What follows belongs to an exercise in optimizing a design on an open flow for small area, a short achievable clock period and few clock cycles; a production flow would make more cautious choices.
At most, simulation tests tie the RTL to the original design; equivalence was not proved.
The flow treats the clock pin as an ideal source. Dropping or thinning the clock tree relies on that and would not hold on a real chip.
No activity file was given, so power comes from the tool's default toggle rates.

== alpha ==
Design fact_machine_wrapper, start of the top module:
module fact_machine_wrapper(
    input logic rst, go, clk,
    input logic [31:0] n,
    output logic [31:0] result,
    output logic done
    );
For scale: ~180 cells after synthesis, roughly 40 flip-flops, roughly 68 I/O pins, about 1500 um^2 of cells after synthesis.
==> flow/config.mk <==
export PLATFORM = sky130hd
export DESIGN_NAME = fact_machine_wrapper
export DESIGN_NICKNAME = fact_machine_wrapper
export VERILOG_FILES = /design/flow/design.v
export SDC_FILE = /design/flow/constraint.sdc
export NUM_CORES = 4
export LEC_CHECK = 0
export ABC_AREA = 1
export CAP_MARGIN = 20
export CORE_MARGIN = 2
export CORE_UTILIZATION = 25
export SETUP_SLACK_MARGIN = 3.25
export SLEW_MARGIN = 20
==> flow/constraint.sdc <==
create_clock -name core_clock -period 5.0 [get_ports {clk}]
set_input_delay 1.0000 -clock core_clock [delete_from_list [all_inputs] [get_ports {clk}]]
set_output_delay 1.0000 -clock core_clock [all_outputs]
set_load 0.01 [all_outputs]
standard.sh (not shown) runs the stock make flow with config.mk's settings and CLKGATE_MAP_FILE= SYNTH_SCRIPT=/design/flow/synth_recipe.tcl, a recipe that flattens the netlist after the stock synthesis.
==> flow/flow/run.sh <==
#!/bin/bash
# The standard layout (standard.sh), with these changes:
#  - each port's buffer is a plain buf_1;
#  - if flow/resyn.scr exists, the combinational logic of the standard
#    synthesis is re-synthesised with that ABC script (flow/resyn.tcl);
#    flip-flops are kept exactly as the standard synthesis made them;
#  - after CTS, the clock tree is replaced by three clock buffers on the
#    clock port, each driving a third of the registers (flow/onebuf.tcl), so
#    every register's clock passes through one buffer of the same kind.
# Each tool's output goes to a log of its own in this folder.
set -euo pipefail
W=$(pwd)
R=$W/orfs/results/sky130hd/fact_machine_wrapper/base
export BUFFER_PORTS_ARGS="-buffer_cell sky130_fd_sc_hd__buf_1"
if [[ -f $W/flow/resyn.scr ]]; then
  bash standard.sh $R/1_2_yosys.v > standard_synth.log 2>&1
  cp $R/1_2_yosys.v $W/standard_1_2_yosys.v
  YOSYS=${YOSYS_EXE:-$(dirname "$FLOW_HOME")/tools/install/yosys/bin/yosys}
  LIB=$FLOW_HOME/platforms/sky130hd/lib/sky130_fd_sc_hd__tt_025C_1v80.lib \
  IN=$W/standard_1_2_yosys.v OUT=$W/resyn.v TOP=$FLOW_TOP ABCSCRIPT=$W/flow/resyn.scr \
    $YOSYS -c $W/flow/resyn.tcl > resyn.log 2>&1
  cp $W/resyn.v $R/1_2_yosys.v
fi
bash standard.sh $R/4_cts.odb > standard_to_cts.log 2>&1
IN_ODB=$R/4_cts.odb OUT_ODB=$R/4_cts.odb CLK_NBUF=3 CLK_BUF=sky130_fd_sc_hd__clkbuf_8 CLK_PORT=clk \
PLATFORM_DIR=$FLOW_HOME/platforms/sky130hd \
  openroad -no_init -exit $W/flow/onebuf.tcl > onebuf.log 2>&1
bash standard.sh > standard.log 2>&1
Other scripts of this flow, unchanged in this note and not shown: flow/flow/onebuf.tcl, flow/flow/resyn.tcl
Testbench counts of alpha, summed over its fixed seeds: cycles 960.
Setup changes, alpha to beta
--- a/flow/design.v
+++ b/flow/design.v
@@ -228,14 +228,14 @@
         if (rst) begin
             busy <= 1'b0;
             done <= 1'b0;
         end else begin
             busy <= go;
             done <= ~go & (done | busy);
         end
     end
     always_ff @(posedge clk) begin
         if (go)
-            code <= {n[5:4] | {2{|n[31:6]}}, n[3:0]};
+            code <= n[5:0] | {6{|n[31:6]}};
         result <= table_out;
     end
 endmodule
[summary]
Comparing worst reg2reg path depth for alpha and beta, the smaller number came from alpha.
alpha has higher via count of the first global-routing pass than beta.
Between alpha and beta, routed length on met3 increased.
Re setup slack: beta is 92 ps down on alpha.
beta does worse than alpha on post-route standard cell area excluding fillers.
Function not checked in beta: the RTL went through the layout flow alone. In every run of this note, the design's own scripts or RTL, not TritonCTS, make the clock network.

---

fact_machine_wrapper, a different RTL version from the one above (not shown whole).
Size in the first run: ~190 cells after synthesis, ~68 I/O pins, roughly 0.0017 mm^2 of cells after synthesis.
// fact_machine_wrapper
module fact_machine_wrapper(
    input logic rst, go, clk,
    input logic [31:0] n,
    output logic [31:0] result,
    output logic done
    );
Settings: LEC_CHECK=0, ABC_AREA=1, CAP_MARGIN=20, CORE_MARGIN=2, CORE_UTILIZATION=25, SETUP_SLACK_MARGIN=3.25, SLEW_MARGIN=20; clock period 5.0 ns.
Scripts as last shown in full above: flow/flow/run.sh
Other scripts of this flow, unchanged in this note and not shown: flow/flow/onebuf.tcl, flow/flow/resyn.tcl
Next try:
--- a/flow/design.v
+++ b/flow/design.v
@@ -1,21 +1,20 @@
 module fact_machine_wrapper(
     input logic rst, go, clk,
     input logic [31:0] n,
     output logic [31:0] result,
     output logic done
     );
     logic        busy;        
     logic [5:0]  code;        
-    logic        big;         
     logic [31:0] table_out;   
     logic t000, t001, t002, t003, t004, t005, t006, t007, t008, t009, t010, t011;
     logic t012, t013, t014, t015, t016, t017, t018, t019, t020, t021, t022, t023;
     logic t024, t025, t026, t027, t028, t029, t030, t031, t032, t033, t034, t035;
     logic t036, t037, t038, t039, t040, t041, t042, t043, t044, t045, t046, t047;
     logic t048, t049, t050, t051, t052, t053, t054, t055, t056, t057, t058, t059;
     logic t060, t061, t062, t063, t064, t065, t066, t067, t068, t069, t070, t071;
     logic t072, t073, t074, t075, t076, t077, t078, t079, t080, t081, t082, t083;
     logic t084, t085, t086, t087, t088, t089, t090, t091, t092, t093, t094, t095;
     logic t096, t097, t098, t099, t100, t101, t102, t103, t104, t105, t106, t107;
     logic t108, t109, t110, t111, t112, t113, t114, t115, t116, t117, t118, t119;
     logic t120, t121, t122, t123, t124, t125, t126, t127, t128, t129, t130, t131;
@@ -234,19 +233,17 @@
     assign table_out[2] = table_out[1] & code[0];
     assign table_out[0] = t093 & t026;
     always_ff @(posedge clk) begin
         if (rst) begin
             busy <= 1'b0;
             done <= 1'b0;
         end else begin
             busy <= go;
             done <= ~go & (done | busy);
         end
     end
     always_ff @(posedge clk) begin
-        if (go) begin
-            code <= n[5:0];
-            big  <= |n[31:6];
-        end
-        result <= big ? 32'd0 : table_out;
+        if (go)
+            code <= n[5:0] | {6{|n[31:6]}};
+        result <= table_out;
     end
 endmodule
Outcome: Wire length shrinks by 14%. Combinational power shrinks by 31%. Design area falls by 8.0%. Power is lower by 8.9%. Final cell count is lower by 5.4%.
No functional check of the RTL was part of any run of this note. No run of this note takes its clock network from TritonCTS; it comes from the design's own scripts or RTL.

==> what the ideal ports hide <==
How much do the figures lean on ideal ports? The routed layouts below were timed once more, with nothing changed but the port constraints.
Step 1, drivers: a clkbuf_16 drives clk and a buf_2 each remaining input, both assumed.
Step 2 moves the port delays by t, midway between the first and last clock arrival at a register: inputs arrive t later, outputs are due t later. That takes back most of the time a late clock gives input paths.
Three values: ideal ports, drivers, drivers and shift; two values: the first two.
run | t, ns | slack for setup (ns) | slew at the worst register clock pin (ns) | pins driven straight from the clock port
alpha | 0.185 | 3.236 / 3.244 / 3.059 | 0.09 / 0.09 | 3
beta | 0.187 | 3.144 / 3.170 / 2.983 | 0.08 / 0.08 | 3
the first run of note 2 | 0.189 | 3.220 / 3.236 / 3.047 | 0.09 / 0.09 | 3
the second run of note 2 | 0.190 | 3.095 / 3.122 / 2.932 | 0.08 / 0.08 | 3
After both steps setup and hold are still met in every run listed. For alpha, which loses most, drivers alone change the setup slack by +0.008 ns; drivers and shift together by -0.177 ns.
